Source: an optimization exercise on an open RTL-to-GDS flow (aim: small area, a short achievable clock period and few clock cycles per item). Production flows keep margins and buffers that such runs may drop.
No functional check of the RTL was part of any run shown here.
Power and IR drop assume default switching activity.

--- design/flow/flow/run.sh ---
#!/bin/bash
set -euo pipefail
export BUFFER_PORTS_ARGS="-buffer_cell sky130_fd_sc_hd__buf_1"
bash standard.sh ADDER_MAP_FILE= finish > flow.log 2>&1
--- design/flow/standard.sh ---
#!/bin/bash
# synth_recipe.tcl (not shown) runs the flow's synth.tcl, then flattens the netlist and writes it again
# the make line also repeats each setting of config.mk as NAME=value (left out here)
make -C /OpenROAD-flow-scripts/flow DESIGN_CONFIG=/design/flow/config.mk WORK_HOME=/design/flow/orfs CLKGATE_MAP_FILE= SYNTH_SCRIPT=/design/flow/synth_recipe.tcl "${@:-finish}"
--- design/flow/config.mk ---
export PLATFORM = sky130hd
export DESIGN_NAME = non_restoring_div
export DESIGN_NICKNAME = non_restoring_div
export VERILOG_FILES = /design/flow/design.v
export SDC_FILE = /design/flow/constraint.sdc
export NUM_CORES = 4
export LEC_CHECK = 0
export ABC_AREA = 1
export CAP_MARGIN = 20
export CORE_MARGIN = 2
export CORE_UTILIZATION = 50
export PLACE_DENSITY = 0.85
export SETUP_SLACK_MARGIN = 2.6
export SLEW_MARGIN = 20
--- design/flow/constraint.sdc ---
create_clock -name core_clock -period 5.0 [get_ports {clk}]
set_input_delay 1.0000 -clock core_clock [delete_from_list [all_inputs] [get_ports {clk}]]
set_output_delay 1.0000 -clock core_clock [all_outputs]
set_load 0.01 [all_outputs]
--- design/flow/design.v ---
module non_restoring_div #(parameter N = 16) (
    input  logic clk, rst_n, start,
    input  logic [N-1:0] dividend, divisor,
    output logic [N-1:0] quotient, remainder,
    output logic ready
);
    localparam W = $clog2(N);
    function automatic logic [3:0] lead16(input logic [15:0] x);
        logic [3:0] v;
        logic [1:0] e [4];
        for (int k = 0; k < 4; k++) begin
            v[k] = |x[4*k +: 4];
            e[k] = x[4*k+3] ? 2'd3 : x[4*k+2] ? 2'd2 : x[4*k+1] ? 2'd1 : 2'd0;
        end
        lead16[3] = v[3] | v[2];
        lead16[2] = v[3] | (!v[2] & v[1]);
        lead16[1:0] = v[3] ? e[3] : v[2] ? e[2] : v[1] ? e[1] : e[0];
    endfunction
    function automatic logic [N:0] sub(input logic [N-1:0] x, y, input int M);
        logic [N-1:0] g, p;
        g = ~x & y;
        p = ~(x ^ y);
        for (int l = 0; (2 << l) <= M; l++)
            for (int i = 0; i < M; i++)
                if ((i + 1) % (2 << l) == 0) begin
                    g[i] = g[i] | (p[i] & g[i - (1 << l)]);
                    p[i] = p[i] & p[i - (1 << l)];
                end
        for (int l = $clog2(M) - 2; l >= 0; l--)
            for (int i = 0; i < M; i++)
                if ((i + 1) % (2 << l) == (1 << l) && i >= (2 << l)) begin
                    g[i] = g[i] | (p[i] & g[i - (1 << l)]);
                    p[i] = p[i] & p[i - (1 << l)];
                end
        sub = '0;
        sub[M] = g[M-1];
        sub[N-1:0] = x ^ y ^ {g[N-2:0], 1'b0};
    endfunction
    logic [N-1:0] r, d, q;
    logic [W-1:0] cnt;
    logic         busy, align;
    logic [N:0]   s;
    logic         below, accept, last;
    logic [W-1:0] amt;
    logic [N-1:0] rot;
    logic [N:0]   diff;
    assign s      = sub({{(N-W){1'b0}}, lead16(dividend)},
                        {{(N-W){1'b0}}, lead16(divisor)}, W);
    assign below  = s[W];
    assign accept = start && !busy && divisor != '0;
    logic step;
    assign step   = !align || cnt == '0;
    assign last   = align ? cnt == '0 : cnt == '1;
    assign amt    = cnt;
    logic [N-1:0] rot1, rot2, rot4;
    assign rot1 = amt[0] ? {d[N-2:0],    1'b0}  : d;
    assign rot2 = amt[1] ? {rot1[N-3:0], 2'b0}  : rot1;
    assign rot4 = amt[2] ? {rot2[N-5:0], 4'b0}  : rot2;
    assign rot  = amt[3] ? {rot4[N-9:0], 8'b0}  : rot4;
    assign diff   = sub(r, d, N);
    function automatic logic ge16(input logic [15:0] x, y);
        logic [15:0] gt, eq;
        gt = x & ~y;
        eq = ~(x ^ y);
        for (int l = 0; l < 4; l++)
            for (int i = 0; i < 16 >> (l + 1); i++) begin
                gt[i] = gt[2*i+1] | (eq[2*i+1] & gt[2*i]);
                eq[i] = eq[2*i+1] & eq[2*i];
            end
        ge16 = gt[0] | eq[0];
    endfunction
    logic ge;
    assign ge     = ge16(r, d);
    always_ff @(posedge clk or negedge rst_n) begin
        if (!rst_n) begin
            busy  <= 1'b0;
            ready <= 1'b0;
        end else if (accept) begin
            busy  <= !below;
            ready <= below;
        end else begin
            busy  <= busy && !last;
            ready <= busy && last;
        end
    end
    always_ff @(posedge clk) begin
        align <= !busy;
        if (!busy) begin
            r   <= dividend;
            d   <= divisor;
            q   <= '0;
            cnt <= s[W-1:0];
        end else begin
            if (step && ge) r <= diff[N-1:0];
            d   <= align ? rot : d >> 1;
            q   <= {q[N-2:0], step && ge};
            cnt <= cnt - 1'b1;
        end
    end
    assign quotient  = q;
    assign remainder = r;
endmodule
==> results of run 1 <==
[cell usage after synthesis (3+ instances only)]
cell and count:
nand2_1 161, inv_1 83, nor2_1 65, o21ai_0 44
dfxtp_1 35, nand3_1 24, a21oi_1 21, edfxtp_1 18
a31oi_1 14, clkbuf_1 12, nand2_2 10, o221ai_1 8
xor2_1 7, buf_2 5, inv_2 5, nor2_2 5
nor3_1 4, o21ai_1 4, o22ai_1 4, mux2i_1 3
o211ai_1 3, or2_2 3, xnor2_1 3
[logic make-up (layout without fill, tap and decap cells)]
group,Yosys count,count (layout),synth area share [%]
multiplexers,3,3,0.8177
XOR/XNOR,10,10,2.385
AO/OA/AOI/OAI,112,112,18.43
flip-flops,55,55,35.16
buffers and inverters,108,166,11.31
AND/OR/NAND/NOR,280,280,31.89
[power groups by stage]
stage	clock network (mW)	logic, mW	registers (mW)
detailed placement	0	1.70	0.940
CTS	0.260	1.71	0.932
global route	0.276	1.98	0.973
finish	0.261	1.75	0.942
floorplan	0	1.37	0.858
global placement	0	1.65	0.931
[per-layer routing]
| metal | up-vias | GRT usage (%) | wire [µm] |
|---|---|---|---|
| li1 | 1938 | - | - |
| met1 | 1780 | 31.58 | 4290 |
| met4 | 0 | 10.51 | 303 |
| met5 | - | 0 | 0 |
| met3 | 24 | 3.940 | 636 |
| met2 | 164 | 46.46 | 5124 |
[layout make-up]
| cell class | count | area share [%] |
|---|---|---|
| Multi-Input combinational cell | 405 | 48.74 |
| Sequential cell | 55 | 31.44 |
| Inverter | 90 | 8.240 |
| Timing Repair Buffer | 68 | 6.294 |
| Tap cell | 99 | 3.010 |
| Clock buffer | 5 | 1.672 |
| Clock inverter | 3 | 0.6081 |
[placed cells by master, fill, tap and decap left out, types with 2 or more instances in the layout]
master / n
edfxtp_1: 18
o211ai_1: 3
inv_1: 83
o21ai_1: 5
mux2i_1: 3
a31oi_1: 14
xor2_1: 7
nor2_4: 5
o21ai_2: 2
clkinv_4: 2
dfxtp_1: 34
a21oi_1: 21
nand4_1: 2
buf_1: 67
inv_2: 5
o21ai_0: 43
nor2_1: 62
a21oi_2: 2
nand2_4: 4
nor2_2: 5
clkbuf_8: 5
nand2_1: 158
nor3_1: 4
o221ai_1: 8
o22ai_1: 4
nand3_1: 24
a22oi_1: 2
xnor2_1: 3
or2_2: 3
nand2_2: 11
[sequential cells by signal, summed over array words and instances, names as in the netlist]
register	flops
q	16
busy	1
ready	1
cnt	4
align	1
d	16
r	16
[worst max-delay path: stages]
cell and delay, ps:
buf_1 90, inv_1 70, nand2_1 110, a21oi_1 270
nand2_1 90, nand3_1 80, nand2_1 110, nor2_1 140
o21ai_2 60, nand2_1 100, nand2_1 80, nand2_2 90
nand2_1 50, nand2_1 50, nand2_1 60
[through the flow]
| step | util (%) | setup slack (ps) | total power [mW] | instances |
|---|---|---|---|---|
| 6_report | 57.35 | 2740 | 2.950 | 725 |
| 5_1_grt | 57.35 | 2546 | 3.227 | 725 |
| 4_1_cts | 56.79 | 2673 | 2.906 | 725 |
| 3_5_place_dp | 55.43 | 2340 | 2.645 | 717 |
| 3_3_place_gp | 55.43 | 2413 | 2.581 | 717 |
| 2_1_floorplan | - | 2854 | 2.225 | 568 |
[final timing paths]
path	start	endpoint	slack, ps	depth (start not counted)
max	divisor[7]	cnt[3]	2740	15
min	q[13]	q[14]	440	2
max reg2reg	r[7]	r[0]	2800	11
min reg2reg	q[13]	q[14]	440	2
max in group asynchronous	rst_n	busy	4400	1
min in group asynchronous	rst_n	ready	460	1
==> summary.txt, run 1 <==
Status
  • Outcome: finished clean

Synth
  • EDFF count, synth: 18
  • Post-Syn Nets: 603
  • Top cell type's share of synthesized area: 19.08%
  • Async SR Flop Fraction: 3.636%
  • Post-Synthesis Cells: about 570
  • Synth Area per Inst: 6.465 µm²
  • Post-synthesis sequential area ratio: 35.16%
  • Yosys reg bits: 55
  • Top post-synthesis cells by area: dfxtp_1 (19%), nand2_1 (16%), edfxtp_1 (15%)
  • Yosys top cell by area: dfxtp_1
  • Mapped cell area: 0.003672 mm²
  • Main synth FF type: dfxtp_1
  • Syn. warnings: 3
  • Library cells used by synthesis: 42

Global route
  • Vias in the first global route: ~3800
  • Initial antenna violation count: 0
  • Gr ovfl total: 0
  • Pin count of the biggest net entering global routing: 35
  • Total Routing Usage GR: a little over a quarter
  • First-pass GRT wire length: 17.34 mm

Power and ir drop
  • Int Power: 1.389 mW
  • Net Sw Power: 1.561 mW
  • Clk pwr share: 8.8%
  • Sw frac: a little over half
  • Seq pwr share: 31.9%
  • Leak: 2.004 nW
  • P per Cell Area: 716.9 mW/mm²
  • Combinational power share: 59.2%
  • Max IR drop VDD: 0.0003825 V

Detailed routing
  • Total iterations of the first detailed-routing run: 7
  • Post-route ant nets: 0
  • Vias post-DR: 3906
  • Post-route DRC: 0
  • DR vias/cell: 5.388
  • DR iter-0 viols: 295
  • DRT Wirelength: 10.36 mm
  • Routed wire length per instance: 14.28 µm

STA
  • Clock Skews: 8.000 ps
  • RSZ-0062 raised after global routing: yes
  • Worst hold slack: 442.7 ps
  • Worst slew margin: 62.30%
  • Max frequency: 442.5 MHz
  • Final worst path period share: 45.20%
  • Final Critical Period: roughly 2300 ps
  • Least-Margin Pin Slew: 564.7 ps
  • Endpoints failing hold: 0
  • Finish-stage setup viols: 0
  • TNS Setup: 0 ps
  • Fin. max-slew vios: 0

Finish
  • Fin nets: 660
  • Filler instances: roughly 700
  • Register area: 0.001294 mm²
  • Final Instance Area: 0.004115 mm²
  • Antenna Cells: 0
  • Share of cells above drive strength 1: 8.147%
  • Multi-input combinational cell area: 0.002006 mm²
  • Area grow syn2layout: 12.06%

Floorplanning
  • Row cnt: 31
  • Core area: 0.007176 mm²
  • Die area: 0.008046 mm²
  • Die Span Y: 89.70 µm
  • Die width: 89.70 µm
  • Num ports: 68
  • Starting density of the core: 51.18%

Placed design
  • Post-DP Area: around 0.004 mm²
  • RePlAce Congestion: 0.9311
  • Number of port buffers: 67
  • DP HPWL: 8.035 mm

CTS
  • Sink Count: between 50 and 60
  • CTS root buf: clkbuf_8
  • Hold-fix buffers at CTS: 0
  • H-Tree Depth: 2
  • Num CTS Buffers: 5
  • Number of post-CTS setup repair buffers: 0
  • Worst-Skew Late Latency: 310 ps
  • CTS max path bufs: 2
  • CTS resizes: 2
  • CTS clk-pin slew, worst paths: 100 ps
  • TritonCTS clock tree: yes

Setup path
  • Worst EP required: 5210 ps
  • Crit start category: input port
  • CP max FO: 3
  • CP endpoint kind: flop
  • Critical Path AT: 2470 ps
  • WS Path Type: in -> reg

Run
  • Max_cap viols: 0

Min path
  • Worst min path class: reg -> reg
==> inputs of run 2 (changes only) <==
--- a/design/flow/config.mk
+++ b/design/flow/config.mk
@@ -10,5 +10,5 @@
 export CORE_MARGIN = 2
 export CORE_UTILIZATION = 50
 export PLACE_DENSITY = 0.85
-export SETUP_SLACK_MARGIN = 2.6
+export SETUP_SLACK_MARGIN = 2.7
 export SLEW_MARGIN = 20
==> run 2 against run 1 <==
  * Critical endpoint is now r[0]
  * Non-clock buffer count grew 3
  * Fmax grew 2.1%
  * Routed wire length rose by 1.1%
  * Synthesized area stayed put
  * Combinational power barely moved
  * Global-route usage about the same
  * Via count is 1.2% higher
  * Sequential power about the same
  * Largest cell class unchanged
  * Total power up 0.13%
==> summary.txt, run 2 <==
Status
  • Outcome: finished clean

Global route
  • Vias in the first global route: 3800 (-0.026%)
  • Total Routing Usage GR: 26.10% (about the same)
  • Initial antenna violation count: 0 (unchanged)
  • Pin count of the biggest net entering global routing: 35 (unchanged)
  • Gr ovfl total: 0 (unchanged)
  • First-pass GRT wire length: 17.35 mm (about the same)

Synth
  • Top cell type's share of synthesized area: 19.08% (unchanged)
  • Commonest cells in the netlist: nand2_1 (161), inv_1 (83), nor2_1 (65), o21ai_0 (44), dfxtp_1 (35)
  • Mapped cell area: 0.003672 mm² (unchanged)
  • Post-synthesis sequential area ratio: 35.16% (unchanged)
  • Library cells used by synthesis: 42 (unchanged)
  • EDFF count, synth: 18 (unchanged)
  • Post-Synthesis Cells: 568 (unchanged)
  • Async SR Flop Fraction: 3.636% (unchanged)
  • Syn. warnings: 3 (unchanged)
  • Post-Syn Nets: 603 (unchanged)
  • Main synth FF type: dfxtp_1
  • Yosys reg bits: 55 (unchanged)
  • Yosys top cell by area: dfxtp_1
  • Top post-synthesis cells by area: dfxtp_1 (19%), nand2_1 (16%), edfxtp_1 (15%)
  • Synth Area per Inst: 6.465 µm² (unchanged)
  • Count leader, synth: nand2_1

Placed design
  • DP HPWL: 8.035 mm (unchanged)
  • RePlAce Congestion: 0.9311 (unchanged)
  • Cells after DPL: 717 (unchanged)
  • Number of port buffers: 67 (unchanged)
  • Post-DP Area: 0.003978 mm² (unchanged)

Floorplanning
  • Num ports: 68 (unchanged)
  • Die area: 0.008046 mm² (unchanged)
  • Starting density of the core: 51.18% (unchanged)
  • Row cnt: 31 (unchanged)
  • Core area: 0.007176 mm² (unchanged)
  • Die Span Y: 89.70 µm (unchanged)
  • Die width: 89.70 µm (unchanged)

Min path
  • Worst min path class: reg -> reg
  • End of the worst hold path: q[14]
  • Hold_sp: q[13]
  • Hold path cells: 2 (unchanged)

STA
  • Fin. max-slew vios: 0 (unchanged)
  • Least-Margin Pin Slew: 553.8 ps (-10.89 ps)
  • Clock Skews: 8.943 ps (+0.9431 ps)
  • RSZ-0062 raised after global routing: yes
  • Finish-stage setup viols: 0 (unchanged)
  • Worst hold slack: 442.5 ps (-0.2010 ps)
  • Final Critical Period: 2213 ps (-47.30 ps)
  • TNS Setup: 0 ps (unchanged)
  • Max frequency: 451.9 MHz (+2.1%)
  • Final worst path period share: 44.25% (-0.95 points)
  • Worst slew margin: 63.03% (+0.73 points)
  • Endpoints failing hold: 0 (unchanged)

Finish
  • Share of cells above drive strength 1: 9.221% (+1.1 points)
  • Antenna Cells: 0 (unchanged)
  • Fin nets: 663 (+0.45%)
  • Commonest non-fill, non-tap cells in the layout: nand2_1 (156), inv_1 (83), buf_1 (67)
  • Final Instance Area: 0.004149 mm² (+0.82%)
  • Largest registers: d x16, q x16, r x16
  • Area grow syn2layout: 12.98%
  • Final Non-Filler Cells: 728 (+0.41%)
  • Most common cell after layout, fill and taps aside: nand2_1

Setup path
  • Critical R2R Capture: r[0]
  • Crit start category: flop
  • CP max FO: 16 (+13)
  • Reg2reg path depth: 11 (unchanged)
  • CP endpoint kind: flop
  • WS Path Type: reg -> reg
  • Worst EP required: 5000 ps (-210 ps)
  • Critical Path AT: 2210 ps (-260 ps)
  • Reg2Reg Setup Slack: 2790 ps (about the same)
  • R2r startpoint: r[7]

Power and ir drop
  • Combinational power share: 59.4% (+0.2 points)
  • P per Cell Area: 712.0 mW/mm² (-0.69%)
  • Clk pwr share: 8.7% (about the same)
  • Sw frac: 52.89% (about the same)
  • Max IR drop VDD: 0.0003841 V (+0.40%)
  • Leak: 2.020 nW (+0.76%)
  • Int Power: 1.391 mW (+0.16%)
  • Net Sw Power: 1.562 mW (about the same)
  • Seq pwr share: 31.9% (about the same)

Detailed routing
  • DRT Wirelength: 10.47 mm (+1.1%)
  • DR vias/cell: 5.430 (+0.79%)
  • Total iterations of the first detailed-routing run: 5 (-2)
  • Routed wire length per instance: 14.38 µm (+0.68%)
  • Post-route ant nets: 0 (unchanged)
  • Vias post-DR: 3953 (+1.2%)
  • Post-route DRC: 0 (unchanged)
  • DR iter-0 viols: 307 (+4.1%)

CTS
  • CTS max path bufs: 2 (unchanged)
  • CTS clk-pin slew, worst paths: 110 ps (about the same)
  • H-Tree Depth: 2 (unchanged)
  • Sink Count: 55 (unchanged)
  • TritonCTS clock tree: yes
  • Num CTS Buffers: 5 (unchanged)
  • Hold-fix buffers at CTS: 0 (unchanged)
  • Worst-Skew Late Latency: 310 ps (about the same)
  • CTS root buf: clkbuf_8

Run
  • Max_cap viols: 0 (unchanged)
run 2: stage by stage:
stage	worst slack [ps]	total power, mW	util, %
5_1_grt	2582	3.231	57.82
3_3_place_gp	2413	2.581	55.43
6_report	2787	2.954	57.82
3_5_place_dp	2340	2.645	55.43
2_1_floorplan	2854	2.225	-
4_1_cts	2674	2.906	56.90
run 2: how the worst max path moves through the flow:
stage | from | endpoint | slack [ps] | depth (start not counted)
3_5_place_dp | dividend[12] | cnt[3] | 2340 | 13
4_1_cts | r[7] | r[4] | 2670 | 11
2_1_floorplan | divisor[12] | ready | 2850 | 14
6_report | r[7] | r[0] | 2790 | 11
3_3_place_gp | dividend[11] | busy | 2410 | 13
5_1_grt | r[11] | r[8] | 2580 | 11
run 2: worst max-delay path: stages (launching register included):
cell	delay [ps]
edfxtp_1	460
inv_1	80
nand2_1	70
nand2_2	110
o21ai_0	100
a21oi_2	230
nand3_1	200
nand2_1	120
nand4_1	80
o211ai_1	90
nand2_1	130
nand2_4	240
run 2: power groups by stage:
stage / Clock, mW / Sequential, mW / Combinational, mW
after global routing: 0.276 / 0.973 / 1.98
after detailed placement: 0 / 0.940 / 1.70
after global placement: 0 / 0.931 / 1.65
after CTS: 0.260 / 0.932 / 1.71
after floorplan: 0 / 0.858 / 1.37
final: 0.257 / 0.941 / 1.76
run 2: per-layer routing:
layer	part of all wire (%)	track usage, %
met1	41	31.69
met2	49	46.65
met3	6.2	3.772
met4	2.9	10.26
met5	0	0
run 2: layout make-up:
cell class              count  area, µm²
multi-input cells         405       2017
repair buffers             71      281.5
flip-flops and latches     55       1294
clock inverters             3      25.02
fillers                   695       3027
well taps                  99      123.9
inverters                  90      339.1
clock buffers               5      68.82
run 2: logic make-up after synthesis:
family / Yosys count / share of synthesized area, %
and+or+nand+nor: 280 / 31.89
AOI/OAI and AO/OA: 112 / 18.43
buffers and inverters: 108 / 11.31
DFF: 55 / 35.16
xor gates and xnor gates: 10 / 2.385
muxes: 3 / 0.8177
run 2: what timing repair did:
| item | in CTS | in global routing |
|---|---|---|
| gates cloned | 0 | 0 |
| setup endpoints to repair | 25 | 28 |
| pin swaps | 0 | 5 |
| resized for setup | 5 | 14 |
| buffers inserted | 0 | 3 |
==> inputs of run 3 (changes only) <==
--- a/design/flow/design.v
+++ b/design/flow/design.v
@@ -37,40 +37,29 @@
         sub[N-1:0] = x ^ y ^ {g[N-2:0], 1'b0};
     endfunction
     logic [N-1:0] r, d, q;
-    logic [W-1:0] cnt;
+    logic [W-1:0] cnt, pd;
     logic         busy, align;
     logic [N:0]   s;
+    logic [N-1:0] sma;
     logic         below, accept, last;
     logic [W-1:0] amt;
     logic [N-1:0] rot;
     logic [N:0]   diff;
-    assign s      = sub({{(N-W){1'b0}}, lead16(dividend)},
-                        {{(N-W){1'b0}}, lead16(divisor)}, W);
-    assign below  = s[W];
+    always_comb begin
+        sma[N-1] = dividend[N-1];
+        for (int i = N - 2; i >= 0; i--) sma[i] = sma[i+1] | dividend[i];
+    end
+    assign below  = |(divisor & ~sma);
     assign accept = start && !busy && divisor != '0;
-    logic step;
-    assign step   = !align || cnt == '0;
-    assign last   = align ? cnt == '0 : cnt == '1;
-    assign amt    = cnt;
+    assign s      = sub({{(N-W){1'b0}}, cnt}, {{(N-W){1'b0}}, pd}, W);
+    assign last   = !align && cnt == '0;
+    assign amt    = align ? s[W-1:0] : '1;
     logic [N-1:0] rot1, rot2, rot4;
-    assign rot1 = amt[0] ? {d[N-2:0],    1'b0}  : d;
-    assign rot2 = amt[1] ? {rot1[N-3:0], 2'b0}  : rot1;
-    assign rot4 = amt[2] ? {rot2[N-5:0], 4'b0}  : rot2;
-    assign rot  = amt[3] ? {rot4[N-9:0], 8'b0}  : rot4;
+    assign rot1 = amt[0] ? {d[N-2:0],    d[N-1]}      : d;
+    assign rot2 = amt[1] ? {rot1[N-3:0], rot1[N-1-:2]} : rot1;
+    assign rot4 = amt[2] ? {rot2[N-5:0], rot2[N-1-:4]} : rot2;
+    assign rot  = amt[3] ? {rot4[N-9:0], rot4[N-1-:8]} : rot4;
     assign diff   = sub(r, d, N);
-    function automatic logic ge16(input logic [15:0] x, y);
-        logic [15:0] gt, eq;
-        gt = x & ~y;
-        eq = ~(x ^ y);
-        for (int l = 0; l < 4; l++)
-            for (int i = 0; i < 16 >> (l + 1); i++) begin
-                gt[i] = gt[2*i+1] | (eq[2*i+1] & gt[2*i]);
-                eq[i] = eq[2*i+1] & eq[2*i];
-            end
-        ge16 = gt[0] | eq[0];
-    endfunction
-    logic ge;
-    assign ge     = ge16(r, d);
     always_ff @(posedge clk or negedge rst_n) begin
         if (!rst_n) begin
             busy  <= 1'b0;
@@ -89,12 +78,13 @@
             r   <= dividend;
             d   <= divisor;
             q   <= '0;
-            cnt <= s[W-1:0];
+            cnt <= lead16(dividend);
+            pd  <= lead16(divisor);
         end else begin
-            if (step && ge) r <= diff[N-1:0];
-            d   <= align ? rot : d >> 1;
-            q   <= {q[N-2:0], step && ge};
-            cnt <= cnt - 1'b1;
+            if (!align && !diff[N]) r <= diff[N-1:0];
+            d   <= rot;
+            q   <= {q[N-2:0], !align && !diff[N]};
+            cnt <= align ? s[W-1:0] : cnt - 1'b1;
         end
     end
     assign quotient  = q;
==> design/flow/flow/run.sh (replaced) <==
#!/bin/bash
set -euo pipefail
export BUFFER_PORTS_ARGS="-buffer_cell sky130_fd_sc_hd__buf_2"
bash standard.sh > flow.log 2>&1
==> design/flow/config.mk (replaced) <==
export PLATFORM = sky130hd
export DESIGN_NAME = non_restoring_div
export DESIGN_NICKNAME = non_restoring_div
export VERILOG_FILES = /design/flow/design.v
export SDC_FILE = /design/flow/constraint.sdc
export NUM_CORES = 4
export LEC_CHECK = 0
export ABC_CLOCK_PERIOD_IN_PS = 2500
export CAP_MARGIN = 20
export CORE_MARGIN = 2
export CORE_UTILIZATION = 40
export SETUP_SLACK_MARGIN = 2.5
export SLEW_MARGIN = 20
==> run 3 against run 2 <==
  * Still clean
  * Non-clock buffer count rose by 26
  * Die area up 43%
  * Critical path depth shrank 1
  * Core utilization down 4.3 points
  * Global-route usage increased by 0.17 points
  * Largest power group unchanged
  * Highest routed layer unchanged
==> summary.txt, run 3 <==
Status
  • Outcome: finished clean

Synth
  • Yosys reg bits: 59 (+7.3%)
  • Library cells used by synthesis: 67 (+60%)
  • Synth Area in Simple Gates: 13.71% (-18 points)
  • Async SR Flop Fraction: 3.390% (-0.25 points)
  • Post-synthesis sequential area ratio: 32.58% (-2.6 points)
  • Synth Area per Inst: 9.263 µm² (+43%)
  • Synth Area in Compound Gates: 27.25% (+8.8 points)
  • Top cell type's share of synthesized area: 17.35% (-1.7 points)
  • Main synth FF type: dfxtp_1
  • Mapped cell area: 0.004270 mm² (+16%)
  • Yosys top cell by area: dfxtp_1
  • Post-Synth XOR/XNOR Area: 2.227% (-0.16 points)
  • Count leader, synth: inv_1
  • Post-Synthesis Cells: 461 (-19%)
  • Largest family of logic cells by synthesized area: compound AO/OA/AOI/OAI gates
  • EDFF count, synth: 20 (+2)
  • Syn. warnings: 3 (unchanged)
  • Post-Syn Nets: 524 (-13%)
  • Multiplexer area fraction after synthesis: 7.354% (+6.5 points)
  • Commonest cells in the netlist: inv_1 (38), dfxtp_1 (37), a21oi_1 (30), nand2_1 (25), a21o_1 (24)
  • Top post-synthesis cells by area: dfxtp_1 (17%), edfxtp_1 (14%), ha_1 (5.3%)
  • Post-Synth Adder-Cell Area: 9.962% (+10 points)

Finish
  • Filler instances: 969 (+39%)
  • Post-layout util: 53.57% (-4.3 points)
  • Multi-input combinational cell area: 0.002989 mm² (+48%)
  • Fin nets: 611 (-7.8%)
  • Register area: 0.001405 mm² (+8.6%)
  • Area grow syn2layout: 29.50%
  • Most common cell after layout, fill and taps aside: buf_2
  • Largest registers: d x16, q x16, r x16
  • Share of cells above drive strength 1: 36.35% (+27 points)
  • Antenna Cells: 0 (unchanged)
  • Commonest non-fill, non-tap cells in the layout: buf_2 (68), inv_1 (32), dfxtp_1 (29)

Power and ir drop
  • Clk pwr share: 9.3% (+0.6 points)
  • Sw frac: 45.61% (-7.3 points)
  • Max IR drop VDD: 0.0003623 V (-5.7%)
  • Int Power: 2.716 mW (+95%)
  • Seq pwr share: 23.0% (-8.9 points)
  • Leak: 2.326 nW (+15%)
  • Combinational power share: 67.7% (+8.3 points)
  • P per Cell Area: 903.1 mW/mm² (+27%)
  • Net Sw Power: 2.278 mW (+46%)

Run
  • Max_cap viols: 0 (unchanged)

Detailed routing
  • Post-route DRC: 0 (unchanged)
  • Routed wire length per instance: 21.02 µm (+46%)
  • Vias post-DR: 4136 (+4.6%)
  • Post-route ant nets: 0 (unchanged)
  • DRT Wirelength: 14.48 mm (+38%)
  • DR vias/cell: 6.003 (+11%)
  • Total iterations of the first detailed-routing run: 4 (-1)
  • DR iter-0 viols: 252 (-18%)

STA
  • Finish-stage setup viols: 0 (unchanged)
  • Final worst path period share: 55.28% (+11 points)
  • Clock Skews: 10.24 ps (+1.294 ps)
  • Worst slew margin: 36.05% (-27 points)
  • Final Critical Period: 2764 ps (+551.3 ps)
  • RSZ-0062 raised after global routing: yes
  • TNS Setup: 0 ps (unchanged)
  • Endpoints failing hold: 0 (unchanged)
  • Fin. max-slew vios: 0 (unchanged)
  • Max frequency: 361.8 MHz (-20%)
  • Final setup margin: 2236 ps (-551.3 ps)
  • Least-Margin Pin Slew: 958.1 ps (+404.4 ps)

Global route
  • Pin count of the biggest net entering global routing: 44 (+26%)
  • Gr ovfl total: 0 (unchanged)
  • Vias in the first global route: 4167 (+9.7%)
  • First-pass GRT wire length: 22.80 mm (+31%)
  • Initial antenna violation count: 0 (unchanged)
  • Total Routing Usage GR: 26.27% (+0.17 points)

Floorplanning
  • Die area: 0.01152 mm² (+43%)
  • Starting density of the core: 41.36% (-9.8 points)
  • Row cnt: 37 (+19%)
  • Core area: 0.01032 mm² (+44%)
  • Num ports: 68 (unchanged)
  • Die Span Y: 107.3 µm (+20%)
  • Die width: 107.3 µm (+20%)

Min path
  • Worst min path class: in -> async

CTS
  • Sink Count: 59 (+7.3%)
  • CTS clk-pin slew, worst paths: 70 ps (-40 ps)
  • H-Tree Depth: 3 (+1)
  • Hold-fix buffers at CTS: 0 (unchanged)
  • Worst-Skew Late Latency: 370 ps (+60 ps)
  • CTS max path bufs: 2 (unchanged)
  • CTS root buf: clkbuf_8
  • Num CTS Buffers: 9 (+4)
  • TritonCTS clock tree: yes

Setup path
  • CP endpoint kind: flop
  • CP max FO: 3 (-13)
  • Critical Path AT: 2880 ps (+670 ps)
  • WS Path Type: reg -> reg
  • Crit start category: flop
  • Worst EP required: 5110 ps (+110 ps)

Placed design
  • Number of port buffers: 67 (unchanged)
  • DP HPWL: 10.01 mm (+25%)
  • DP Worst Slack: 1702 ps (-638.3 ps)
  • RePlAce Congestion: 0.9414 (+1.1%)
[run 3: logic make-up (layout without fill, tap and decap cells)]
family,Yosys count,in the layout
compound gates,161,161
xor+xnor,10,10
fa+ha+maj,28,28
buf+inv,63,151
flops,59,59
mux,29,30
simple gates,111,114
[run 3: final timing paths]
kind	startpoint	to	slack (ps)	cells past startpoint
worst min-delay path	rst_n	ready	400	1
worst min register to register	q[6]	q[7]	460	1
min in group core_clock	q[6]	q[7]	460	1
max in group asynchronous	rst_n	busy	4490	1
worst max register to register	r[9]	r[15]	2240	10
worst max-delay path	r[9]	r[15]	2240	10
[run 3: worst max-delay path: stages, from the launching register on]
cell and delay (ps):
edfxtp_1 400, inv_2 90, ha_4 200, a21o_1 160
a21o_1 180, a221o_1 320, a31o_4 230, a31o_1 200
fa_2 330, xnor2_1 130, mux2_4 250
[run 3: final cells by class]
type | instances | area share (%)
well taps | 136 | 3.077
multi-input cells | 343 | 54.05
flip-flops and latches | 59 | 25.41
clock inverters | 4 | 0.9050
inverters | 38 | 2.579
repair buffers | 97 | 11.18
clock buffers | 12 | 2.805
[run 3: metal layers]
layer / wire length (µm) / GRT usage (%) / part of all wire, %
met3: 894 / 6.174 / 6.2
met5: 0 / 0 / 0
met4: 440 / 11.22 / 3.0
met1: 6166 / 32.67 / 43
met2: 6982 / 43.44 / 48
[run 3: what timing repair did]
action                                  4_1_cts  5_1_grt
buffers inserted                             23        3
resized for setup                            63       16
endpoints found under the setup margin       42       29
cloned                                        4        1
pin swaps                                    39       16
[run 3: power groups by stage]
stage | sequential, mW | clock (mW) | combinational, mW
6_report | 1.15 | 0.463 | 3.38
5_1_grt | 1.17 | 0.496 | 3.70
4_1_cts | 1.14 | 0.474 | 3.23
3_5_place_dp | 1.14 | 0 | 2.64
3_3_place_gp | 1.14 | 0 | 2.60
2_1_floorplan | 1.06 | 0 | 2.08
[run 3: metrics by stage]
| step | power [mW] | hold WS (ps) | instance area, µm² | instances |
|---|---|---|---|---|
| finish | 4.995 | 400.5 | 5530 | 689 |
| global route | 5.366 | 389.0 | 5530 | 689 |
| CTS | 4.838 | 394.4 | 5430 | 685 |
| detailed placement | 3.775 | 441.2 | 4703 | 642 |
| global placement | 3.743 | 447.3 | 4703 | 642 |
| floorplan | 3.145 | 503.9 | 4340 | 461 |
==> inputs of run 4 (changes only) <==
==> design/flow/flow/run.sh (replaced) <==
#!/bin/bash
set -euo pipefail
export BUFFER_PORTS_ARGS="-buffer_cell sky130_fd_sc_hd__buf_2"
bash standard.sh ADDER_MAP_FILE= finish > flow.log 2>&1
==> run 4 against run 3 <==
  * Sequential power rose by 6%
  * Still clean on timing, DRC and antenna
  * Total power fell by 3.8%
  * Critical path type unchanged
  * Routed wire length fell by 19%
  * Largest cell class unchanged
  * Core utilization barely moved
==> summary.txt, run 4 <==
Status
  • Outcome: finished clean

Floorplanning
  • Num ports: 68 (unchanged)
  • Die Span Y: 104.8 µm (-2.3%)
  • Die width: 104.8 µm (-2.3%)
  • Starting density of the core: 41.41% (+0.047 points)
  • Core area: 0.009819 mm² (-4.9%)
  • Row cnt: 36 (-2.7%)
  • Die area: 0.01099 mm² (-4.6%)

Finish
  • Largest registers: d x16, q x16, r x16
  • Most common cell after layout, fill and taps aside: buf_2
  • Commonest non-fill, non-tap cells in the layout: buf_2 (67), dfxtp_1 (30), nor2_1 (26), a21oi_1 (26), xnor2_1 (23)
  • Fin nets: 535 (-12%)
  • Final Instance Area: 0.005265 mm² (-4.8%)
  • Area grow syn2layout: 29.48% (about the same)
  • Share of cells above drive strength 1: 36.63% (+0.29 points)
  • Antenna Cells: 0 (unchanged)

Setup path
  • CP max FO: 8 (+5)
  • Crit-path most repeated cell: xnor2_2
  • Cell family with most CP delay: multiplexers
  • R2r startpoint: pd[1]
  • Critical Path AT: 2740 ps (-140 ps)
  • Worst EP required: 5250 ps (+140 ps)
  • Critical path's slowest cell: mux4_1
  • CP endpoint kind: flop
  • Crit start category: flop
  • Critical path startpoint: pd[1]
  • CP cell instances: xnor2_2 > xnor2_2 > buf_6 > nand2_8 > mux2i_2 > mux2i_1 > mux4_1 > mux2_2
  • WS Path Type: reg -> reg
  • Peak per-stage delay on the critical path: 510 ps (+110 ps)
  • CP Buf/Inv Count: 1 (unchanged)

Synth
  • Top cell type's share of synthesized area: 18.22% (+0.87 points)
  • Top post-synthesis cells by area: dfxtp_1 (18%), edfxtp_1 (15%), mux2i_1 (8.4%)
  • EDFF count, synth: 20 (unchanged)
  • Synth Area per Inst: 9.799 µm² (+5.8%)
  • Main synth FF type: dfxtp_1
  • Async SR Flop Fraction: 3.390% (unchanged)
  • Post-Syn Nets: 450 (-14%)
  • Count leader, synth: dfxtp_1
  • Post-Synthesis Cells: 415 (-10%)
  • Post-synthesis sequential area ratio: 34.22% (+1.6 points)
  • Syn. warnings: 3 (unchanged)
  • Library cells used by synthesis: 58 (-13%)
  • Yosys top cell by area: dfxtp_1
  • Commonest cells in the netlist: dfxtp_1 (37), mux2i_1 (34), a21oi_1 (27), nor2_1 (26), xnor2_1 (26)
  • Yosys reg bits: 59 (unchanged)
  • Mapped cell area: 0.004066 mm² (-4.8%)

STA
  • Fin. max-slew vios: 0 (unchanged)
  • RSZ-0062 raised after global routing: yes
  • Worst slew margin: 50.49% (+14 points)
  • Finish-stage setup viols: 0 (unchanged)
  • TNS Setup: 0 ps (unchanged)
  • Clock Skews: 10.93 ps (+0.6956 ps)
  • Final worst path period share: 49.82% (-5.5 points)
  • Max frequency: 401.4 MHz (+11%)
  • Least-Margin Pin Slew: 742.7 ps (-215.5 ps)
  • Endpoints failing hold: 0 (unchanged)
  • Final Critical Period: 2491 ps (-272.7 ps)

Power and ir drop
  • Max IR drop VDD: 0.0003403 V (-6.1%)
  • P per Cell Area: 912.5 mW/mm² (+1.0%)
  • Pwr Total: 4.804 mW (-3.8%)
  • Leak: 2.152 nW (-7.5%)

CTS
  • CTS root buf: clkbuf_8
  • Sink Count: 59 (unchanged)
  • CTS max path bufs: 2 (unchanged)
  • H-Tree Depth: 3 (unchanged)
  • TritonCTS clock tree: yes
  • Worst-Skew Late Latency: 360 ps (about the same)
  • Num CTS Buffers: 9 (unchanged)
  • CTS clk-pin slew, worst paths: 70 ps (about the same)
  • Hold-fix buffers at CTS: 0 (unchanged)

Detailed routing
  • Total iterations of the first detailed-routing run: 4 (unchanged)
  • DRT Wirelength: 11.74 mm (-19%)
  • Vias post-DR: 3576 (-14%)
  • DR vias/cell: 5.605 (-6.6%)
  • Post-route ant nets: 0 (unchanged)
  • Post-route DRC: 0 (unchanged)
  • Top sig layer: met4
  • Routed wire length per instance: 18.39 µm (-12%)
  • Met1 WL: 5.111 mm (-17%)
  • DR iter-0 viols: 338 (+34%)
  • Met2 WL: 5.524 mm (-21%)
  • Met3 Routed Length: 758 µm (-15%)

Global route
  • Pin count of the biggest net entering global routing: 67 (+52%)
  • Initial antenna violation count: 0 (unchanged)
  • Vias in the first global route: 3428 (-18%)
  • Total Routing Usage GR: 21.60% (-4.7 points)
  • First-pass GRT wire length: 18.42 mm (-19%)
  • Gr ovfl total: 0 (unchanged)

Placed design
  • RePlAce Congestion: 0.8779 (-6.7%)
  • Number of port buffers: 67 (unchanged)
  • Post-DP Area: 0.004507 mm² (-4.2%)
  • DP HPWL: 8.332 mm (-17%)

Run
  • Max_cap viols: 0 (unchanged)

Min path
  • Worst min path class: in -> async
## run 4: repair_timing
action	in CTS	in global routing
pin swaps	5	8
setup buffers	11	9
gates resized for setup	34	34
cloned	2	1
setup endpoints to repair	35	35
## run 4: worst paths after layout
check / endpoint / depth (start not counted) / slack, ps
worst max register to register: d[0] / 8 / 2510
worst max-delay path: d[0] / 8 / 2510
worst min register to register: q[1] / 1 / 460
min in group core_clock: q[1] / 1 / 460
worst min-delay path: busy / 1 / 420
max in group asynchronous: busy / 1 / 4480
## run 4: power by group
group          internal [mW]  leakage [nW]  switching, mW
Combinational           1.70          1.53           1.46
Clock                  0.213        0.0980          0.219
Sequential             0.862         0.520          0.354
Total                   2.77          2.15           2.03
## run 4: area by class of cell
class / instances / area (µm²)
Multi-Input combinational cell: 323 / 2870
Clock buffer: 10 / 148.9
Inverter: 18 / 71.32
Timing Repair Buffer: 89 / 556.8
Sequential cell: 59 / 1404
Clock inverter: 6 / 47.55
Tap cell: 133 / 166.4
Fill cell: 917 / 4554
## run 4: cell families (layout without fill, tap and decap cells)
group                      count (synthesis)  in the layout  synth area share (%)
muxes                                     70             70                 23.14
and+or+nand+nor                          131            133                 17.51
AOI/OAI and AO/OA                         82             82                 12.92
buffers and inverters                     35            123                 3.661
adders and majority gates                  5              5                 1.262
DFF                                       59             59                 34.22
xor gates and xnor gates                  33             33                 7.292
## run 4: metrics by stage
step	setup slack, ps	hold slack (ps)	cells	utilization (%)
after global routing	2416	405.7	638	53.62
after global placement	2080	433.9	599	45.90
final	2509	416.3	638	53.62
after floorplan	2585	503.9	415	-
after detailed placement	2053	441.9	599	45.90
after CTS	2501	404.6	628	51.02
## run 4: per-layer routing
layer | vias to the layer above | GRT usage (%)
li1 | 1698 | -
met1 | 1749 | 29.06
met2 | 107 | 33.95
met3 | 22 | 3.431
met4 | 0 | 10.19
met5 | - | 0
==> inputs of run 5 (changes only) <==
==> design/flow/flow/run.sh (replaced) <==
#!/bin/bash
set -euo pipefail
export BUFFER_PORTS_ARGS="-buffer_cell sky130_fd_sc_hd__buf_2"
bash standard.sh > flow.log 2>&1
--- a/design/flow/config.mk
+++ b/design/flow/config.mk
@@ -5,9 +5,9 @@
 export SDC_FILE = /design/flow/constraint.sdc
 export NUM_CORES = 4
 export LEC_CHECK = 0
-export ABC_CLOCK_PERIOD_IN_PS = 2500
+export ABC_CLOCK_PERIOD_IN_PS = 2200
 export CAP_MARGIN = 20
 export CORE_MARGIN = 2
 export CORE_UTILIZATION = 40
-export SETUP_SLACK_MARGIN = 2.5
+export SETUP_SLACK_MARGIN = 2.8
 export SLEW_MARGIN = 20
==> run 5 against run 4 <==
  * Worst setup slack worse by 290 ps
  * Sequential power is 7% lower
  * Fmax is 11% lower
  * Sequential cell count stayed put
  * Non-clock buffer count grew 3
  * Core utilization shrank 0.15 points
==> summary.txt, run 5 <==
STA
  • RSZ-0062 raised after global routing: yes
  • TNS Setup: 0 ps (unchanged)
  • Least-Margin Pin Slew: 893.8 ps (+151.1 ps)
  • Final worst path period share: 55.69% (+5.9 points)
  • Worst slew margin: 40.35% (-10 points)
  • Finish-stage setup viols: 0 (unchanged)
  • Final setup margin: 2216 ps (-293.2 ps)
  • Final Critical Period: 2784 ps (+293.2 ps)
  • Max frequency: 359.1 MHz (-11%)
  • Endpoints failing hold: 0 (unchanged)
  • Clock Skews: 9.395 ps (-1.538 ps)
  • Fin. max-slew vios: 0 (unchanged)

Finish
  • Fin nets: 605 (+13%)
  • Post-layout util: 53.47% (-0.15 points)
  • Share of cells above drive strength 1: 37.11% (+0.48 points)
  • Register area: 0.001403 mm² (about the same)
  • Multi-input combinational cell area: 0.003003 mm² (+4.6%)
  • Most common cell after layout, fill and taps aside: buf_2
  • Filler instances: 965 (+5.2%)
  • Commonest non-fill, non-tap cells in the layout: buf_2 (67), inv_1 (32), dfxtp_1 (31)
  • Antenna Cells: 0 (unchanged)
  • Area grow syn2layout: 29.27%
  • Largest registers: d x16, q x16, r x16

Global route
  • Gr ovfl total: 0 (unchanged)
  • Total Routing Usage GR: 24.83% (+3.2 points)
  • First-pass GRT wire length: 21.85 mm (+19%)
  • Met3 Track Usage GR: 5.206% (+1.8 points)
  • Busiest grt layer: met2
  • GR Util met1: 33.26% (+4.2 points)
  • Global routing usage on met2: 38.34% (+4.4 points)
  • Pin count of the biggest net entering global routing: 53 (-21%)
  • Vias in the first global route: 4032 (+18%)
  • Initial antenna violation count: 0 (unchanged)

Setup path
  • CP endpoint: r[15]
  • Critical R2R Capture: r[15]
  • CP endpoint kind: flop
  • Worst EP required: 5110 ps (-140 ps)
  • R2r startpoint: r[0]
  • Crit start category: flop
  • CP max FO: 2 (-6)
  • Reg2reg path depth: 12 (+4)
  • Critical path startpoint: r[0]
  • Critical Path AT: 2890 ps (+150 ps)
  • WS Path Type: reg -> reg
  • Reg2Reg Setup Slack: 2220 ps (-290 ps)

Synth
  • Commonest cells in the netlist: inv_1 (38), dfxtp_1 (37), a21oi_1 (30), nand2_1 (25), a21o_1 (24)
  • Top post-synthesis cells by area: dfxtp_1 (17%), edfxtp_1 (14%), ha_1 (5.3%)
  • Post-Syn Nets: 524 (+16%)
  • Post-synthesis sequential area ratio: 32.58% (-1.6 points)
  • Yosys reg bits: 59 (unchanged)
  • Count leader, synth: inv_1
  • Main synth FF type: dfxtp_1
  • Mapped cell area: 0.004270 mm² (+5.0%)
  • Top cell type's share of synthesized area: 17.35% (-0.87 points)
  • Synth Area per Inst: 9.263 µm² (-5.5%)
  • EDFF count, synth: 20 (unchanged)
  • Syn. warnings: 3 (unchanged)
  • Async SR Flop Fraction: 3.390% (unchanged)
  • Library cells used by synthesis: 67 (+16%)
  • Yosys top cell by area: dfxtp_1
  • Post-Synthesis Cells: 461 (+11%)

CTS
  • Hold-fix buffers at CTS: 0 (unchanged)
  • H-Tree Depth: 3 (unchanged)
  • Sink Count: 59 (unchanged)
  • TritonCTS clock tree: yes
  • CTS root buf: clkbuf_8
  • Worst-Skew Late Latency: 350 ps (about the same)
  • CTS max path bufs: 2 (unchanged)
  • Num CTS Buffers: 9 (unchanged)
  • CTS clk-pin slew, worst paths: 80 ps (about the same)

Run
  • Max_cap viols: 0 (unchanged)

Detailed routing
  • Vias post-DR: 4089 (+14%)
  • Routed wire length per instance: 19.99 µm (+8.7%)
  • DR vias/cell: 5.987 (+6.8%)
  • Post-route DRC: 0 (unchanged)
  • DR iter-0 viols: 246 (-27%)
  • DRT Wirelength: 13.66 mm (+16%)
  • Total iterations of the first detailed-routing run: 4 (unchanged)
  • Post-route ant nets: 0 (unchanged)

Min path
  • Worst min path class: in -> async

Floorplanning
  • Core area: 0.01032 mm² (+5.1%)
  • Die width: 107.3 µm (+2.4%)
  • Num ports: 68 (unchanged)
  • Row cnt: 37 (+2.8%)
  • Die area: 0.01152 mm² (+4.8%)
  • Die Span Y: 107.3 µm (+2.4%)
  • Starting density of the core: 41.36% (-0.047 points)

Power and ir drop
  • Clk pwr share: 9.4% (+0.4 points)
  • Combinational power share: 67.7% (+2.0 points)
  • Max IR drop VDD: 0.0005310 V (+56%)
  • Net Sw Power: 2.276 mW (+12%)
  • Leak: 2.307 nW (+7.2%)
  • Seq pwr share: 22.9% (-2.4 points)
  • P per Cell Area: 901.2 mW/mm² (-1.2%)
  • Sw frac: 45.76% (+3.4 points)
  • Int Power: 2.698 mW (-2.6%)

Placed design
  • DP Worst Slack: 1999 ps (-54.57 ps)
  • RePlAce Congestion: 0.8902 (+1.4%)
  • DP HPWL: 9.725 mm (+17%)
  • Number of port buffers: 67 (unchanged)

Status
  • Outcome: finished clean
run 5: cell types whose count changed in the layout (fill, tap and decap cells not counted), moves of 14 or more:
cell,delta
ha_1,+15
inv_1,+15
xnor2_1,-16
nor2b_1,-14
a21o_1,+22
run 5: layout make-up:
type / instances / area share [%]
Multi-Input combinational cell: 342 / 54.40
Sequential cell: 59 / 25.41
Timing Repair Buffer: 92 / 10.65
Clock buffer: 11 / 3.151
Tap cell: 136 / 3.083
Inverter: 38 / 2.584
Clock inverter: 5 / 0.7253
run 5: what timing repair did:
action                     in CTS  in global routing
gates cloned                    3                  0
gates resized for setup        40                 11
setup endpoints to repair      45                 46
pin swaps                      25                 10
buffers inserted               20                  3
hold endpoints to repair        0                  0
run 5: logic make-up (layout without fill, tap and decap cells):
group	after synthesis	in the layout	share of synthesized area (%)
buffers and inverters	63	146	6.915
AO/OA/AOI/OAI	161	161	27.25
XOR/XNOR	10	10	2.227
multiplexers	29	29	7.354
AND/OR/NAND/NOR	111	114	13.71
adder cells (fa/ha/maj)	28	28	9.962
flip-flops	59	59	32.58
run 5: how the worst min path moves through the flow:
stage           from  endpoint  slack [ps]  cells past startpoint
2_1_floorplan   q[9]     q[10]         500                      1
5_1_grt        rst_n      busy         410                      1
4_1_cts        rst_n      busy         400                      1
3_5_place_dp   q[14]     q[15]         440                      1
6_report       rst_n      busy         420                      1
3_3_place_gp   q[10]     q[11]         430                      1
run 5: metal layers:
layer  up-vias  share of wire [%]
li1       1892                  -
met1      1978                 44
met2       186                 47
met3        33                6.4
met4         0                3.1
met5         -                  0
run 5: power by group through the flow:
stage	clock network, mW	registers, mW	logic [mW]
after floorplan	0	1.07	2.22
after global placement	0	1.13	2.76
after detailed placement	0	1.13	2.80
after CTS	0.477	1.13	3.27
after global routing	0.499	1.17	3.66
final	0.467	1.14	3.37
run 5: critical path: stages, from the launching register on:
cell      delay (ps)
edfxtp_1         350
inv_1             50
ha_2             180
inv_2             50
fa_2             200
nor2b_2           50
o211ai_1         280
nand3_1          170
a31o_4           270
a31o_1           220
fa_2             330
xnor2_1          130
mux2_2           250
run 5: metrics by stage:
| stage | total power [mW] | instance area, µm² | hold WS (ps) | instances |
|---|---|---|---|---|
| global placement | 3.883 | 4847 | 431.5 | 641 |
| global route | 5.333 | 5520 | 407.8 | 683 |
| floorplan | 3.288 | 4496 | 503.9 | 461 |
| CTS | 4.879 | 5444 | 398.6 | 680 |
| finish | 4.975 | 5520 | 421.5 | 683 |
| detailed placement | 3.926 | 4847 | 442.6 | 641 |
==> inputs of run 6 (changes only) <==
--- a/design/flow/design.v
+++ b/design/flow/design.v
@@ -45,11 +45,7 @@
     logic [W-1:0] amt;
     logic [N-1:0] rot;
     logic [N:0]   diff;
-    always_comb begin
-        sma[N-1] = dividend[N-1];
-        for (int i = N - 2; i >= 0; i--) sma[i] = sma[i+1] | dividend[i];
-    end
-    assign below  = |(divisor & ~sma);
+    assign below  = lead16(dividend) < lead16(divisor);
     assign accept = start && !busy && divisor != '0;
     assign s      = sub({{(N-W){1'b0}}, cnt}, {{(N-W){1'b0}}, pd}, W);
     assign last   = !align && cnt == '0;
==> design/flow/flow/run.sh (replaced) <==
#!/bin/bash
set -euo pipefail
export BUFFER_PORTS_ARGS="-buffer_cell sky130_fd_sc_hd__buf_2"
bash standard.sh ADDER_MAP_FILE= finish > flow.log 2>&1
--- a/design/flow/config.mk
+++ b/design/flow/config.mk
@@ -5,9 +5,9 @@
 export SDC_FILE = /design/flow/constraint.sdc
 export NUM_CORES = 4
 export LEC_CHECK = 0
-export ABC_CLOCK_PERIOD_IN_PS = 2200
+export ABC_AREA = 1
 export CAP_MARGIN = 20
 export CORE_MARGIN = 2
 export CORE_UTILIZATION = 40
-export SETUP_SLACK_MARGIN = 2.8
+export SETUP_SLACK_MARGIN = 2.7
 export SLEW_MARGIN = 20
==> run 6 against run 5 <==
  * Sequential cell count stayed put
  * First-iteration DRC count is 31% lower
  * Fmax grew 25%
  * Synthesized cell count grew 28%
  * Register-to-register slack better by 590 ps
  * Cell area fell by 15%
  * Synthesized area is 8.4% lower
  * Die area shrank 8.1%
  * Total power down 23%
  * Count of clock-buffer cells in the layout is 2 lower
  * Critical path type is now in -> reg
  * Critical endpoint is now busy
==> summary.txt, run 6 <==
Status
  • Outcome: finished clean

Setup path
  • Critical R2R Capture: r[6]
  • Cell family with most CP delay: simple AND/OR/NAND/NOR gates
  • CP Buf/Inv Count: 2 (unchanged)
  • Critical Path AT: 2470 ps (-420 ps)
  • Crit start category: input port
  • Peak per-stage delay on the critical path: 320 ps (-30 ps)
  • WS Path Type: in -> reg
  • CP cell instances: buf_2 > nor2_1 > nand3_2 > inv_1 > a21oi_2 > or2_2 > nand2_1 > nor3_1 > nand3_1 > nand2_1 > nand2_1 > nand2_1
  • Reg2Reg Setup Slack: 2810 ps (+590 ps)
  • Critical path's slowest cell: or2_2
  • Reg2reg path depth: 12 (unchanged)
  • Crit-path most repeated cell: nand2_1
  • Worst EP required: 5240 ps (+130 ps)
  • CP max FO: 3 (+1)
  • R2r startpoint: r[4]
  • CP endpoint kind: flop

Synth
  • Main synth FF type: dfxtp_1
  • Post-synthesis sequential area ratio: 35.57% (+3.0 points)
  • Synth Area per Inst: 6.607 µm² (-29%)
  • Synth Area in Simple Gates: 31.67% (+18 points)
  • Count leader, synth: nand2_1
  • Yosys reg bits: 59 (unchanged)
  • Post-Synth Adder-Cell Area: 0% (-10 points)
  • Multiplexer area fraction after synthesis: 4.095% (-3.3 points)
  • Async SR Flop Fraction: 3.390% (unchanged)
  • Largest family of logic cells by synthesized area: simple AND/OR/NAND/NOR gates
  • Post-Syn Nets: 627 (+20%)
  • Top cell type's share of synthesized area: 18.94% (+1.6 points)
  • Yosys top cell by area: dfxtp_1
  • Top post-synthesis cells by area: dfxtp_1 (19%), nand2_1 (19%), edfxtp_1 (15%)
  • Post-Synth XOR/XNOR Area: 3.135% (+0.91 points)
  • Post-Synthesis Cells: 592 (+28%)
  • EDFF count, synth: 20 (unchanged)
  • Mapped cell area: 0.003911 mm² (-8.4%)
  • Library cells used by synthesis: 35 (-48%)
  • Syn. warnings: 5 (+2)
  • Commonest cells in the netlist: nand2_1 (195), inv_1 (78), nor2_1 (59), dfxtp_1 (37), nand3_1 (31)
  • Synth Area in Compound Gates: 13.56% (-14 points)

Placed design
  • DP HPWL: 7.812 mm (-20%)
  • DP Worst Slack: 2332 ps (+333.1 ps)
  • RePlAce Congestion: 0.9184 (+3.2%)
  • Number of port buffers: 67 (unchanged)
  • Post-DP Area: 0.004290 mm² (-11%)
  • Cells after DPL: 773 (+21%)

STA
  • Finish-stage setup viols: 0 (unchanged)
  • Max frequency: 448.3 MHz (+25%)
  • Fin. max-slew vios: 0 (unchanged)
  • Endpoints failing hold: 0 (unchanged)
  • Final Critical Period: 2231 ps (-553.6 ps)
  • Clock Skews: 10.41 ps (+1.018 ps)
  • Final worst path period share: 44.62% (-11 points)
  • Final setup margin: 2769 ps (+553.6 ps)
  • TNS Setup: 0 ps (unchanged)
  • RSZ-0062 raised after global routing: no
  • Least-Margin Pin Slew: 536.6 ps (-357.2 ps)
  • Worst slew margin: 64.19% (+24 points)

Floorplanning
  • Die Span Y: 102.9 µm (-4.1%)
  • Num ports: 68 (unchanged)
  • Starting density of the core: 40.58% (-0.79 points)
  • Die area: 0.01059 mm² (-8.1%)
  • Row cnt: 36 (-2.7%)
  • Die width: 102.9 µm (-4.1%)
  • Core area: 0.009639 mm² (-6.6%)

CTS
  • Num CTS Buffers: 9 (unchanged)
  • H-Tree Depth: 3 (unchanged)
  • CTS max path bufs: 2 (unchanged)
  • Hold-fix buffers at CTS: 0 (unchanged)
  • TritonCTS clock tree: yes
  • Worst-Skew Late Latency: 350 ps (about the same)
  • CTS clk-pin slew, worst paths: 70 ps (about the same)
  • CTS root buf: clkbuf_8
  • Sink Count: 59 (unchanged)

Global route
  • Pin count of the biggest net entering global routing: 61 (+15%)
  • Vias in the first global route: 3419 (-15%)
  • Total Routing Usage GR: 20.06% (-4.8 points)
  • Initial antenna violation count: 0 (unchanged)
  • First-pass GRT wire length: 16.23 mm (-26%)
  • Gr ovfl total: 0 (unchanged)

Finish
  • Area grow syn2layout: 20.31%
  • Share of cells above drive strength 1: 22.57% (-15 points)
  • Commonest non-fill, non-tap cells in the layout: nand2_1 (187), inv_1 (76), buf_2 (67)
  • Filler instances: 1059 (+9.7%)
  • Final Instance Area: 0.004706 mm² (-15%)
  • Antenna Cells: 0 (unchanged)
  • Most common cell after layout, fill and taps aside: nand2_1
  • Fin nets: 699 (+16%)
  • Final Non-Filler Cells: 802 (+17%)
  • Largest registers: d x16, q x16, r x16

Detailed routing
  • Post-route ant nets: 0 (unchanged)
  • Vias post-DR: 3873 (-5.3%)
  • Post-route DRC: 0 (unchanged)
  • Routed wire length per instance: 13.39 µm (-33%)
  • DR iter-0 viols: 170 (-31%)
  • Total iterations of the first detailed-routing run: 4 (unchanged)
  • DR vias/cell: 4.829 (-19%)
  • DRT Wirelength: 10.74 mm (-21%)

Power and ir drop
  • Max IR drop VDD: 0.0003353 V (-37%)
  • P per Cell Area: 812.4 mW/mm² (-9.8%)
  • Leak: 2.569 nW (+11%)

Run
  • Max_cap viols: 0 (unchanged)

Min path
  • Worst min path class: in -> async
-- run 6: cell types whose count changed in the layout (fill, tap and decap cells not counted), sizes merged, moves of 24 or more --
cell,previous run,this run
o21ai,15,48
nand2,25,197
a21o,24,0
nor2,24,59
inv,40,90
nand3,3,34
-- run 6: worst register-to-register path: cells and delay by family, from the launching register on --
family                    cells  cell delay (ps)
and+or+nand+nor              10              910
DFF                           1              480
AOI/OAI and AO/OA             1              270
xor gates and xnor gates      1              270
-- run 6: report_power, final --
part | leakage [nW] | internal [mW] | total (mW) | switching [mW]
registers | 0.521 | 0.798 | 1.02 | 0.226
clock network | 0.105 | 0.239 | 0.466 | 0.227
logic | 1.94 | 0.892 | 2.33 | 1.44
-- run 6: cells by family after synthesis --
family                 after synthesis
AND/OR/NAND/NOR                    305
multiplexers                        16
flip-flops                          59
AO/OA/AOI/OAI                       90
buffers and inverters              108
XOR/XNOR                            14
-- run 6: metrics by stage --
| stage | hold slack [ps] | power [mW] | util (%) |
|---|---|---|---|
| floorplan | 459.3 | 2.650 | - |
| global placement | 414.1 | 3.096 | 44.51 |
| detailed placement | 415.5 | 3.120 | 44.51 |
| CTS | 416.5 | 3.612 | 46.87 |
| global route | 409.1 | 4.195 | 48.82 |
| finish | 424.9 | 3.823 | 48.82 |
-- run 6: how the worst max path moves through the flow --
stage | from | end | slack, ps | cells after the start
3_5_place_dp | dividend[13] | busy | 2330 | 11
2_1_floorplan | r[0] | r[0] | 2810 | 14
3_3_place_gp | dividend[13] | ready | 2310 | 10
5_1_grt | r[1] | r[6] | 2650 | 14
4_1_cts | r[0] | r[6] | 2590 | 14
6_report | dividend[11] | busy | 2770 | 12
-- run 6: metal layers --
metal | routed length, µm | vias to the layer above | global-route usage (%)
met1 | 4915 | 1765 | 25.51
met3 | 436 | 10 | 3.254
met4 | 122 | 0 | 6.377
li1 | - | 2015 | -
met2 | 5268 | 83 | 34.77
met5 | 0 | - | 0
-- run 6: layout make-up --
cell class / count / area, µm² / area share (%)
Sequential cell: 59 / 1398 / 29.70
Clock buffer: 9 / 123.9 / 2.632
Inverter: 87 / 332.8 / 7.073
Timing Repair Buffer: 80 / 445.4 / 9.466
Tap cell: 133 / 166.4 / 3.536
Multi-Input combinational cell: 427 / 2157 / 45.84
Clock inverter: 7 / 82.58 / 1.755
-- run 6: repair_timing --
| action | CTS | global route |
|---|---|---|
| buffers inserted | 0 | 11 |
| resized for setup | 4 | 25 |
| pin swaps | 0 | 6 |
| endpoints found under the hold margin | 0 | 0 |
| cloned | 1 | 1 |
| setup endpoints to repair | 34 | 35 |
==> inputs of run 7 (changes only) <==
--- a/design/flow/design.v
+++ b/design/flow/design.v
@@ -37,25 +37,24 @@
         sub[N-1:0] = x ^ y ^ {g[N-2:0], 1'b0};
     endfunction
     logic [N-1:0] r, d, q;
-    logic [W-1:0] cnt, pd;
+    logic [W-1:0] cnt;
     logic         busy, align;
     logic [N:0]   s;
-    logic [N-1:0] sma;
     logic         below, accept, last;
     logic [W-1:0] amt;
     logic [N-1:0] rot;
     logic [N:0]   diff;
-    assign below  = lead16(dividend) < lead16(divisor);
+    assign s      = {{(N-W){1'b0}}, 1'b0, lead16(dividend)} - {{(N-W){1'b0}}, 1'b0, lead16(divisor)};
+    assign below  = s[W];
     assign accept = start && !busy && divisor != '0;
-    assign s      = sub({{(N-W){1'b0}}, cnt}, {{(N-W){1'b0}}, pd}, W);
-    assign last   = !align && cnt == '0;
-    assign amt    = align ? s[W-1:0] : '1;
+    assign last   = !align && cnt == '1;
+    assign amt    = align ? cnt : '1;
     logic [N-1:0] rot1, rot2, rot4;
     assign rot1 = amt[0] ? {d[N-2:0],    d[N-1]}      : d;
     assign rot2 = amt[1] ? {rot1[N-3:0], rot1[N-1-:2]} : rot1;
     assign rot4 = amt[2] ? {rot2[N-5:0], rot2[N-1-:4]} : rot2;
     assign rot  = amt[3] ? {rot4[N-9:0], rot4[N-1-:8]} : rot4;
-    assign diff   = sub(r, d, N);
+    assign diff   = {1'b0, r} - {1'b0, d};
     always_ff @(posedge clk or negedge rst_n) begin
         if (!rst_n) begin
             busy  <= 1'b0;
@@ -74,13 +73,12 @@
             r   <= dividend;
             d   <= divisor;
             q   <= '0;
-            cnt <= lead16(dividend);
-            pd  <= lead16(divisor);
+            cnt <= s[W-1:0];
         end else begin
             if (!align && !diff[N]) r <= diff[N-1:0];
             d   <= rot;
             q   <= {q[N-2:0], !align && !diff[N]};
-            cnt <= align ? s[W-1:0] : cnt - 1'b1;
+            cnt <= cnt - 1'b1;
         end
     end
     assign quotient  = q;
--- a/design/flow/config.mk
+++ b/design/flow/config.mk
@@ -9,5 +9,5 @@
 export CAP_MARGIN = 20
 export CORE_MARGIN = 2
 export CORE_UTILIZATION = 40
-export SETUP_SLACK_MARGIN = 2.7
+export SETUP_SLACK_MARGIN = 2.8
 export SLEW_MARGIN = 20
==> run 7 against run 6 <==
  * Still clean on timing, DRC and antenna
  * Count of clock-buffer cells in the layout fell by 4
  * Combinational power grew 13%
  * Sequential cell count decreased by 4
  * Sequential power fell by about 10%
  * Worst setup slack gained 150 ps
  * Non-clock buffer count down 8
  * Clock skew grew 2.5 ps
  * Synthesized area rose by 4.6%
  * Cell count increased by 8.0%
  * Critical endpoint is now cnt[3]
==> summary.txt, run 7 <==
Status
  • Outcome: finished clean

STA
  • Least-Margin Pin Slew: 812.4 ps (+275.8 ps)
  • Final worst path period share: 41.71% (-2.9 points)
  • Clock Skews: 12.91 ps (+2.502 ps)
  • RSZ-0062 raised after global routing: no
  • TNS Setup: 0 ps (unchanged)
  • Fin. max-slew vios: 0 (unchanged)
  • Final Critical Period: 2085 ps (-145.3 ps)
  • Finish-stage setup viols: 0 (unchanged)
  • Endpoints failing hold: 0 (unchanged)

Placed design
  • RePlAce Congestion: 0.8867 (-3.5%)
  • DP HPWL: 9.519 mm (+22%)
  • Number of port buffers: 67 (unchanged)

Synth
  • EDFF count, synth: 16 (-20%)
  • Yosys top cell by area: nand2_1
  • Synth Area per Inst: 6.078 µm² (-8.0%)
  • Yosys reg bits: 55 (-6.8%)
  • Mapped cell area: 0.004090 mm² (+4.6%)
  • Post-Synthesis Cells: 673 (+14%)
  • Count leader, synth: nand2_1
  • Post-Syn Nets: 708 (+13%)
  • Top post-synthesis cells by area: nand2_1 (19%), dfxtp_1 (18%), edfxtp_1 (12%)
  • Post-synthesis sequential area ratio: 31.08% (-4.5 points)
  • Library cells used by synthesis: 35 (unchanged)

Finish
  • Share of cells above drive strength 1: 20.60% (-2.0 points)
  • Multi-input combinational cell area: 0.002459 mm² (+14%)
  • Area grow syn2layout: 16.27%
  • Most common cell after layout, fill and taps aside: nand2_1
  • Fin nets: 767 (+9.7%)
  • Largest registers: d x16, q x16, r x16
  • Register area: 0.001272 mm² (-9.0%)
  • Commonest non-fill, non-tap cells in the layout: nand2_1 (202), inv_1 (92), nand3_1 (75)

Detailed routing
  • DRT Wirelength: 12.01 mm (+12%)
  • Vias post-DR: 4392 (+13%)
  • Total iterations of the first detailed-routing run: 5 (+1)
  • DR iter-0 viols: 281 (+65%)
  • DR vias/cell: 5.072 (+5.0%)

Global route
  • Vias in the first global route: 3927 (+15%)
  • Gr ovfl total: 0 (unchanged)
  • First-pass GRT wire length: 18.80 mm (+16%)
  • Initial antenna violation count: 0 (unchanged)
  • Pin count of the biggest net entering global routing: 67 (+9.8%)

CTS
  • H-Tree Depth: 2 (-1)
  • Num CTS Buffers: 5 (-4)
  • Worst-Skew Late Latency: 330 ps (-20 ps)
  • CTS root buf: clkbuf_8
  • CTS clk-pin slew, worst paths: 120 ps (+50 ps)
  • Sink Count: 55 (-6.8%)

Floorplanning
  • Core area: 0.009864 mm² (+2.3%)
  • Die width: 105.1 µm (+2.2%)
  • Row cnt: 36 (unchanged)
  • Die Span Y: 105.1 µm (+2.2%)
  • Num ports: 68 (unchanged)
  • Starting density of the core: 41.46% (+0.89 points)

Power and ir drop
  • P per Cell Area: 804.8 mW/mm² (-0.93%)
  • Net Sw Power: 2.078 mW (+9.7%)
  • Max IR drop VDD: 0.0004196 V (+25%)
  • Clk pwr share: 7.4% (-4.8 points)
  • Int Power: 1.750 mW (-9.3%)
  • Leak: 2.513 nW (-2.2%)
  • Sw frac: 54.28% (+4.8 points)
  • Pwr Total: 3.828 mW (+0.12%)
  • Combinational power share: 68.7% (+7.7 points)

Setup path
  • Critical Path AT: 2310 ps (-160 ps)
  • WS Path Type: in -> reg
  • Crit start category: input port
  • Worst EP required: 5220 ps (-20 ps)
  • CP endpoint kind: flop
  • CP max FO: 4 (+1)

Min path
  • Worst min path class: in -> async

Run
  • Max_cap viols: 0 (unchanged)
run 7: changes by cell type in the layout (fill, tap and decap cells not counted), sizes merged, moves of 3 or more:
| cell | change |
|---|---|
| a21oi | +10 |
| buf | -8 |
| clkbuf | -4 |
| edfxtp | -4 |
| inv | +12 |
| mux2i | -16 |
| nand2 | +12 |
| nand3 | +42 |
| nor2 | +13 |
| nor3 | -3 |
| o21ai | +17 |
| or2 | -4 |
| xor2 | -4 |
run 7: power by group through the flow:
stage / logic, mW / registers (mW) / clock network (mW)
CTS: 2.54 / 0.907 / 0.289
floorplan: 1.87 / 0.930 / 0
detailed placement: 2.52 / 0.921 / 0
finish: 2.63 / 0.918 / 0.282
global route: 2.97 / 0.945 / 0.300
global placement: 2.51 / 0.916 / 0
run 7: cell families (layout without fill, tap and decap cells):
| kind of cell | count (synthesis) | after routing | synth area share [%] |
|---|---|---|---|
| AOI/OAI and AO/OA | 116 | 116 | 17.34 |
| xor gates and xnor gates | 10 | 10 | 2.141 |
| and+or+nand+nor | 369 | 370 | 37.32 |
| DFF | 55 | 55 | 31.08 |
| buffers and inverters | 123 | 182 | 12.11 |
run 7: timing repair:
action | CTS | global route
cloned | 0 | 1
setup buffers | 0 | 2
setup endpoints to repair | 20 | 34
pin swaps | 0 | 4
hold buffers | 0 | 0
resized for setup | 4 | 33
run 7: path summary, 6_finish.rpt:
kind | startpoint | to | slack (ps)
setup / recovery | divisor[5] | cnt[3] | 2910
hold / removal | rst_n | ready | 430
setup reg to reg | r[0] | r[0] | 2960
hold reg to reg | q[7] | q[8] | 440
max in group asynchronous | rst_n | busy | 4470
min in group core_clock | q[7] | q[8] | 440
run 7: final cells by class:
cell class / count / share of cell area [%]
Timing Repair Buffer: 72 / 7.840
Tap cell: 133 / 3.499
Clock inverter: 3 / 0.7103
Sequential cell: 55 / 26.76
Clock buffer: 5 / 1.447
Inverter: 102 / 8.051
Multi-Input combinational cell: 496 / 51.70
run 7: routing by layer:
| metal | GRT usage [%] | vias to the layer above | part of all wire (%) |
|---|---|---|---|
| li1 | - | 2264 | - |
| met1 | 28.39 | 1961 | 46 |
| met2 | 36.18 | 157 | 47 |
| met3 | 3.057 | 10 | 6.3 |
| met4 | 4.667 | 0 | 1.0 |
| met5 | 0 | - | 0 |
run 7: stage by stage:
stage,instance area [µm²],util (%),instances,setup slack (ps),hold slack (ps)
after floorplan,4090,-,673,2856,446.2
after global placement,4503,45.65,855,2365,411.6
after detailed placement,4503,45.65,855,2360,419.7
after CTS,4616,46.79,863,2828,421.3
after global routing,4756,48.21,866,2777,419.9
final,4756,48.21,866,2915,427.8
run 7: worst max-delay path, stage by stage:
cell and delay, ps:
buf_2 110, inv_1 90, nand2_1 100, nor2_4 160, nor2_1 70, nor2_2 160
nand2_1 100, nand2_2 90, nand4_1 120, nand2_1 80, nand2_1 50, nand3_1 80
nand2_1 80
